Background: an optimization exercise with open tools, aiming at small area, a short achievable clock period and few clock cycles. Do not read the settings as production practice.
In this exercise RTL edits were held to simulation tests only and were not proved equivalent to the original.
Power figures rest on the tool's default switching activity, not on a simulated workload.

### flow/design.v
module mod_operationrsa(
    input clk,
    input reset,
    input op_rdy,
    input [255:0] in1,
    input [255:0] in2,
    input [255:0] modn,
    output reg [255:0] out,
    output reg out_rdy
);
    reg [255:0] tmp1;
    reg [255:0] tmp2;
    reg [8:0] cnt;
    reg start;
    wire [257:0] s1 = {1'b0, out, 1'b0} + (tmp1[255] ? {2'b00, tmp2} : 258'd0);
    wire [258:0] d1 = {1'b0, s1} - {3'b000, modn};
    wire [257:0] s2 = d1[258] ? s1 : d1[257:0];
    wire [258:0] d2 = {1'b0, s2} - {3'b000, modn};
    wire [255:0] r  = d2[258] ? s2[255:0] : d2[255:0];
    always @(posedge clk) begin
        if (~reset) begin
            out_rdy <= 1'b0;
            start <= 1'b0;
        end else begin
            out_rdy <= 1'b0;
            if (op_rdy && ~start) begin
                tmp1 <= in1;
                tmp2 <= in2;
                out <= 256'd0;
                cnt <= 9'd0;
                start <= 1'b1;
            end else if (start) begin
                out <= r;
                tmp1 <= {tmp1[254:0], 1'b0};
                cnt <= cnt + 9'd1;
                if (cnt == 9'd255) begin
                    out_rdy <= 1'b1;
                    start <= 1'b0;
                end
            end
        end
    end
endmodule
module power_process(
    input clk,
    input reset,
    input in_rdy,
    input [255:0] data1,
    input [255:0] data2,
    input [255:0] modn,
    output reg [255:0] out,
    output reg out_rdy
);
    localparam S_IDLE = 3'd0, S_RED = 3'd1, S_SQ = 3'd2, S_MUL = 3'd3,
               S_NEXT = 3'd4;
    reg [2:0] state;
    reg [255:0] base;
    reg [255:0] ebits;
    reg [8:0] count;
    reg mm_go;
    wire [255:0] mm_a = (state == S_RED) ? data1 : out;
    wire [255:0] mm_b = (state == S_RED) ? 256'd1 : (state == S_MUL) ? base : out;
    wire [255:0] mm_out;
    wire mm_rdy;
    mod_operationrsa mm (
        .clk(clk),
        .reset(reset),
        .op_rdy(mm_go),
        .in1(mm_a),
        .in2(mm_b),
        .modn(modn),
        .out(mm_out),
        .out_rdy(mm_rdy)
    );
    always @(posedge clk) begin
        if (~reset) begin
            state <= S_IDLE;
            out_rdy <= 1'b0;
            mm_go <= 1'b0;
        end else begin
            out_rdy <= 1'b0;
            mm_go <= 1'b0;
            case (state)
                S_IDLE: if (in_rdy) begin
                    ebits <= data2;
                    mm_go <= 1'b1;
                    count <= 9'd0;
                    state <= S_RED;
                end
                S_RED: if (mm_rdy) begin
                    base <= mm_out;
                    out <= 256'd1;
                    mm_go <= 1'b1;
                    state <= S_SQ;
                end
                S_SQ: if (mm_rdy) begin
                    out <= mm_out;
                    if (ebits[255]) begin
                        mm_go <= 1'b1;
                        state <= S_MUL;
                    end else begin
                        state <= S_NEXT;
                    end
                end
                S_MUL: if (mm_rdy) begin
                    out <= mm_out;
                    state <= S_NEXT;
                end
                S_NEXT: begin
                    ebits <= {ebits[254:0], 1'b0};
                    count <= count + 9'd1;
                    if (count == 9'd255) begin
                        out_rdy <= 1'b1;
                        state <= S_IDLE;
                    end else begin
                        mm_go <= 1'b1;
                        state <= S_SQ;
                    end
                end
                default: state <= S_IDLE;
            endcase
        end
    end
endmodule
module Encryption_Valid (
    input clk,
    input reset,
    input start,
    input [127:0] P,
    input [127:0] Q,
    input [255:0] E,
    output reg done,
    output reg Encryption_key_valid,
    output reg [255:0] N,
    output reg [255:0] T
);
    localparam S_IDLE = 2'd0, S_MUL = 2'd1, S_CHK = 2'd2, S_GCD = 2'd3;
    reg [1:0] state;
    reg [127:0] pm;
    reg [127:0] pm1;
    reg [7:0] cnt;
    reg pq_ok;
    reg [255:0] ga;
    reg [255:0] gb;
    wire [128:0] sum_n = {1'b0, N[255:128]} + (N[0] ? {1'b0, pm} : 129'd0);
    wire [128:0] sum_t = {1'b0, T[255:128]} + (T[0] ? {1'b0, pm1} : 129'd0);
    wire [256:0] gdiff = {1'b0, gb} - {1'b0, ga};
    always @(posedge clk) begin
        if (~reset) begin
            state <= S_IDLE;
            done <= 1'b0;
            Encryption_key_valid <= 1'b0;
        end else begin
            done <= 1'b0;
            case (state)
                S_IDLE: if (start) begin
                    pm <= P;
                    pm1 <= P - 128'd1;
                    N <= {128'd0, Q};
                    T <= {128'd0, Q - 128'd1};
                    pq_ok <= P[0] && Q[0] && (P > 128'd1) && (Q > 128'd1);
                    cnt <= 8'd0;
                    state <= S_MUL;
                end
                S_MUL: begin
                    N <= {sum_n, N[127:1]};
                    T <= {sum_t, T[127:1]};
                    cnt <= cnt + 8'd1;
                    if (cnt == 8'd127)
                        state <= S_CHK;
                end
                S_CHK: begin
                    if (pq_ok && E[0] && (E > 256'd1) && (E < T)) begin
                        ga <= E;
                        gb <= T;
                        state <= S_GCD;
                    end else begin
                        Encryption_key_valid <= 1'b0;
                        done <= 1'b1;
                        state <= S_IDLE;
                    end
                end
                S_GCD: begin
                    if (gb == 256'd0) begin
                        Encryption_key_valid <= (ga == 256'd1);
                        done <= 1'b1;
                        state <= S_IDLE;
                    end else if (~gb[0]) begin
                        gb <= {1'b0, gb[255:1]};
                    end else if (~gdiff[256]) begin
                        gb <= gdiff[255:0];
                    end else begin
                        ga <= gb;
                        gb <= ga - gb;
                    end
                end
            endcase
        end
    end
endmodule
module RSA_ALGORITHM(
    input clk,
    input reset,
    input [255:0] Encryption_key,
    input [127:0] Prime_Number1,
    input [127:0] Prime_Number2,
    input [255:0] MESSAGE,  
    input data_rdy,         
    output reg [255:0] ENCRY_DATA,  
    output reg ENCRY_RDY    
);
    localparam S_IDLE = 2'd0, S_VALID = 2'd1, S_POWER = 2'd2;
    reg [1:0] state;
    reg [255:0] key;
    reg [255:0] msg;
    reg power_rdy;
    wire [255:0] N;
    wire [255:0] T;
    wire Encryption_key_valid;
    wire valid_done;
    wire [255:0] power_out;
    wire power_out_rdy;
    wire start_req = (state == S_IDLE) && data_rdy;
    Encryption_Valid Valid(
        .clk(clk),
        .reset(reset),
        .start(start_req),
        .P(Prime_Number1),
        .Q(Prime_Number2),
        .E(key),
        .done(valid_done),
        .Encryption_key_valid(Encryption_key_valid),
        .N(N),
        .T(T)
    );
    power_process power_inst (
        .clk(clk),
        .reset(reset),
        .in_rdy(power_rdy),
        .data1(msg),
        .data2(key),
        .modn(N),
        .out(power_out),
        .out_rdy(power_out_rdy)
    );
    always @(posedge clk) begin
        if (start_req) begin
            key <= Encryption_key;
            msg <= MESSAGE;
        end
    end
    always @(posedge clk) begin
        if (~reset) begin
            state <= S_IDLE;
            ENCRY_RDY <= 1'b0;
            power_rdy <= 1'b0;
        end else begin
            ENCRY_RDY <= 1'b0;
            power_rdy <= 1'b0;
            case (state)
                S_IDLE: if (data_rdy) state <= S_VALID;
                S_VALID: if (valid_done) begin
                    if (Encryption_key_valid) begin
                        power_rdy <= 1'b1;
                        state <= S_POWER;
                    end else begin
                        ENCRY_DATA <= 256'd0;
                        ENCRY_RDY <= 1'b1;
                        state <= S_IDLE;
                    end
                end
                S_POWER: if (power_out_rdy) begin
                    ENCRY_DATA <= power_out;
                    ENCRY_RDY <= 1'b1;
                    state <= S_IDLE;
                end
                default: state <= S_IDLE;
            endcase
        end
    end
endmodule
### flow/constraint.sdc
create_clock -name core_clock -period 22.0 [get_ports {clk}]
set_input_delay 4.4000 -clock core_clock [delete_from_list [all_inputs] [get_ports {clk}]]
set_output_delay 4.4000 -clock core_clock [all_outputs]
set_load 0.01 [all_outputs]
### flow/run.sh
#!/bin/bash
# synth_recipe.tcl (not shown) runs the flow's synth.tcl, then flattens the netlist and writes it again
# the make line also repeats each setting of config.mk as NAME=value (left out here)
make -C /OpenROAD-flow-scripts/flow DESIGN_CONFIG=/design/flow/config.mk WORK_HOME=/design/flow/orfs CLKGATE_MAP_FILE= SYNTH_SCRIPT=/design/flow/synth_recipe.tcl finish
### flow/config.mk
export PLATFORM = sky130hd
export DESIGN_NAME = RSA_ALGORITHM
export DESIGN_NICKNAME = RSA_ALGORITHM
export VERILOG_FILES = /design/flow/design.v
export SDC_FILE = /design/flow/constraint.sdc
export NUM_CORES = 4
export LEC_CHECK = 0
export CAP_MARGIN = 30
export CORE_MARGIN = 2
export CORE_UTILIZATION = 30
export SLEW_MARGIN = 50
==> metrics.csv <==
metric,value,unit
crit-path max FO,114,
crit-path most repeated cell,buf_4,
ys async rst share,0,
hold crit path type,flop to flop,
DP Area,0.291,sq mm
Core Region,0.878,sq mm
synthesized area per cell,8.58,sq um
total clock buffers created by CTS,440,
post-cts sizing count,0,
final period utilization,0.895,
Max Clock Freq,0.0508,GHz
Antenna Nets Post-Route,0,
setup TNS,0,ns
Initial Util,0.301,
syn nets,33400,
relative slew slack,0.385,
Bufs and invs on worst path,12,
RePlAce Congestion,1.10,
clk slew on worst S/H paths,0.07,ns
Yosys cell types,108,
WL/cell,33.6,um
WS Path Type,flop to flop,
Tightest Pin Transition,0.916,ns
Nets,34000,
Comb power frac,0.201,
nature of the critical path endpoint,flop,
area growth from synthesis to layout,16.3,%
clock tree from TritonCTS,built,
CTS hold repair buffers,0,
Die Footprint,0.888,sq mm
Worst Setup Start Kind,flop,
sequential share of power,0.410,
sequential area share after synthesis,0.412,
initial antenna violation count,199,
clock share of power,0.389,
"top cells by area, synth","edfxtp_1 (41%), ha_1 (8.5%), a21oi_1 (7.2%)",
cell area after synthesis,0.264,sq mm
Fin. Hold Viols,0,
P_sw,6170,uW
design area,0.307,sq mm
die height,942,um
share of cells above drive strength 1,0.0637,
Tmin final,19.69,ns
worst slack at placement,3.02,ns
crit-path leading delay family,simple AND/OR/NAND/NOR gates,
outcome,"complete, no violations",
slack of the critical path,2.31,ns
DR iter-0 viols,31200,
max_cap viols,0,
Ports,1028,
Max Clock Skew,0.141,ns
sw frac,0.312,
"Setup violations, final",0,
Gate Count Post-Synth,30800,
Tot Pwr,19800,uW
DRT Pass-1 Iters,8,
number of synthesized flops with an enable pin,3611,
unrepaired setup endpoints after global routing,false,
Avg Vias per Cell,5.78,
largest net degree at the start of global routing,164,
Power Dens Cells,64.3,mW/mm^2
Worst Path Required,22.79,ns
worst vdd ir,0.0802,mV
Syn. warnings,4,
static leakage,0.114,uW
CTS HTree Levels,5,
top-area cell type share of the netlist area,0.410,
Worst path max stage delay,0.69,ns
Seq cells post-synth,3626,
"Top FF cell, synth",edfxtp_1,
clk buf depth,4,
clock latency (worst-skew pair),1.12,ns
Setup Buffers After CTS,0,
grt total ovfl,0,
Port Buf Inserts,1027,
Row Count,344,
gr usage total,0.313,
Critical Path AT,20.48,ns
hpwl dp,1220,mm
Int Pwr,13600,uW
Residual DRC,0,
cell taking the most area after synthesis,edfxtp_1,
vias in the first global route,238000,
Slowest cell on crit path,a21oi_1,
first-pass GRT wire length,1970,mm
DRT Wirelength,1460,mm
DR vias,251000,
Final Max Slew Viols,0,
CTS Sinks,3626,
die width,942,um
clock root buffer,clkbuf_16,
==> cells in the final DEF (no fill, tap or decap), types with 66 or more instances in the layout <==
master | netlist | final
inv_1 | 1556 | 1554
clkbuf_1 | 1335 | 66
or2_2 | 99 | 98
buf_4 | 30 | 445
nor3_1 | 481 | 430
o211ai_1 | 215 | 215
and2_1 | 1080 | 1077
diode_2 | 0 | 118
buf_6 | 4 | 106
a31oi_1 | 480 | 444
clkdlybuf4s50_1 | 0 | 983
nor4_2 | 3 | 70
and3_1 | 84 | 83
nor4_1 | 350 | 268
xnor2_1 | 919 | 907
mux2i_1 | 191 | 187
a21oi_2 | 0 | 70
clkinv_2 | 0 | 73
clkinv_1 | 0 | 79
clkbuf_16 | 0 | 442
o31ai_1 | 140 | 112
nand2_1 | 4792 | 4786
o21bai_1 | 588 | 583
nand3_1 | 260 | 258
o21a_1 | 192 | 191
edfxtp_1 | 3611 | 3611
nor2b_1 | 167 | 166
o21ai_0 | 2650 | 2498
a21boi_0 | 124 | 109
nand2b_1 | 191 | 191
a211oi_1 | 169 | 159
ha_1 | 1799 | 1798
nand4_1 | 723 | 723
o21ai_1 | 55 | 175
nor2_1 | 2479 | 2438
a21oi_1 | 3800 | 3724
or3_1 | 124 | 124
a21o_1 | 724 | 724
xor2_1 | 554 | 545
==> metal layers <==
metal	part of all wire	GRT usage	routed length [um]	up-vias
met2	0.42	0.465	610000	12000
met5	0.00042	0	618	-
met4	0.074	0.186	108000	94
met3	0.090	0.0742	132000	2376
met1	0.42	0.414	612000	125000
li1	-	-	-	112000
==> worst reg2reg max path: cells and delay by family (launching register included) <==
family                     cells  cell delay [ns]
AOI/OAI and AO/OA             24             6.86
xor gates and xnor gates       1             0.50
adders and majority gates      3             1.23
buffers and inverters         12             2.99
DFF                            1             0.59
and+or+nand+nor               26             7.23
==> cells in the mapped netlist, types with 52 or more instances <==
master       n
nand2_1   4792
a21oi_1   3800
edfxtp_1  3611
o21ai_0   2650
nor2_1    2479
ha_1      1799
inv_1     1556
clkbuf_1  1335
and2_1    1080
xnor2_1    919
a21o_1     724
nand4_1    723
o21bai_1   588
xor2_1     554
nor3_1     481
a31oi_1    480
nor4_1     350
nand3_1    260
o211ai_1   215
o21a_1     192
mux2i_1    191
nand2b_1   191
a211oi_1   169
nor2b_1    167
o31ai_1    140
a21boi_0   124
or3_1      124
buf_2      101
or2_2       99
and3_1      84
buf_1       69
a221oi_1    63
o21ai_1     55
o221ai_1    52
==> cell type report <==
| type | instances | area, sq um |
|---|---|---|
| well taps | 11600 | 14500 |
| inverters | 1557 | 5860 |
| flip-flops and latches | 3626 | 109000 |
| repair buffers | 1680 | 16400 |
| clock buffers | 510 | 11300 |
| fillers | 91100 | 570000 |
| multi-input cells | 24100 | 147000 |
| clock inverters | 301 | 3480 |
| diodes | 118 | 295 |
==> final timing paths <==
path | start | to | slack [ns] | cells after the start
setup / recovery | power_inst.mm.tmp1[255] | power_inst.mm.out[40] | 2.31 | 66
hold / removal | power_inst.mm.out[192] | power_inst.base[192] | 0.46 | 0
setup reg to reg | power_inst.mm.tmp1[255] | power_inst.mm.out[40] | 2.31 | 66
hold reg to reg | power_inst.mm.out[192] | power_inst.base[192] | 0.46 | 0
==> kinds of logic after synthesis <==
| kind of cell | Yosys count | synth area share |
|---|---|---|
| multiplexers | 205 | 0.00783 |
| flip-flops | 3626 | 0.412 |
| AO/OA/AOI/OAI | 9599 | 0.212 |
| XOR/XNOR | 1473 | 0.0488 |
| AND/OR/NAND/NOR | 11000 | 0.189 |
| buffers and inverters | 3097 | 0.0450 |
| adder cells (fa/ha/maj) | 1806 | 0.0857 |
==> power by group through the flow <==
stage	combinational [uW]	sequential [uW]	clock [uW]
floorplan	2390	8210	0
global placement	3840	8270	0
detailed placement	3860	8250	0
CTS	3890	8110	7800
global route	4260	8120	8030
finish	3970	8110	7690
==> stage by stage <==
step	hold WS, ns	std cells	utilization
final	0.463	43500	0.350
after floorplan	0.448	30800	-
after global placement	0.473	42400	0.328
after detailed placement	0.474	42500	0.332
after global routing	0.465	43400	0.350
after CTS	0.459	43300	0.349
Testbench counts, summed over its fixed seeds: cycles 2,198,556.

separate check: timing with driven ports:
No port has a modelled driver above. Below, the same layout with a new extraction and two added sets of constraints.
Step 1 sets driving cells, clkbuf_16 on the clock port and buf_2 on the other inputs (assumed; they add their load-dependent delay and slew).
Step 2, shift: input delay + t, output delay - t, t = (earliest + latest rising clock arrival at the registers) / 2. This alone moves slack from input paths to output paths.
a / b / c = ideal / step 1 / step 2; a / b = the first two.
shift t [ns]: 1.185
setup WS [ns]: 2.312 / 2.312 / 2.312
clock arrival spread, ns: 0.144 / 0.144
worst register clock-pin slew, ns: 0.08 / 0.08
worst data-port slew with drivers (ns): 0.48
After both steps this run still meets setup and hold. The setup slack of this run moves by 0.000 ns with the drivers and by 0.000 ns with both steps.
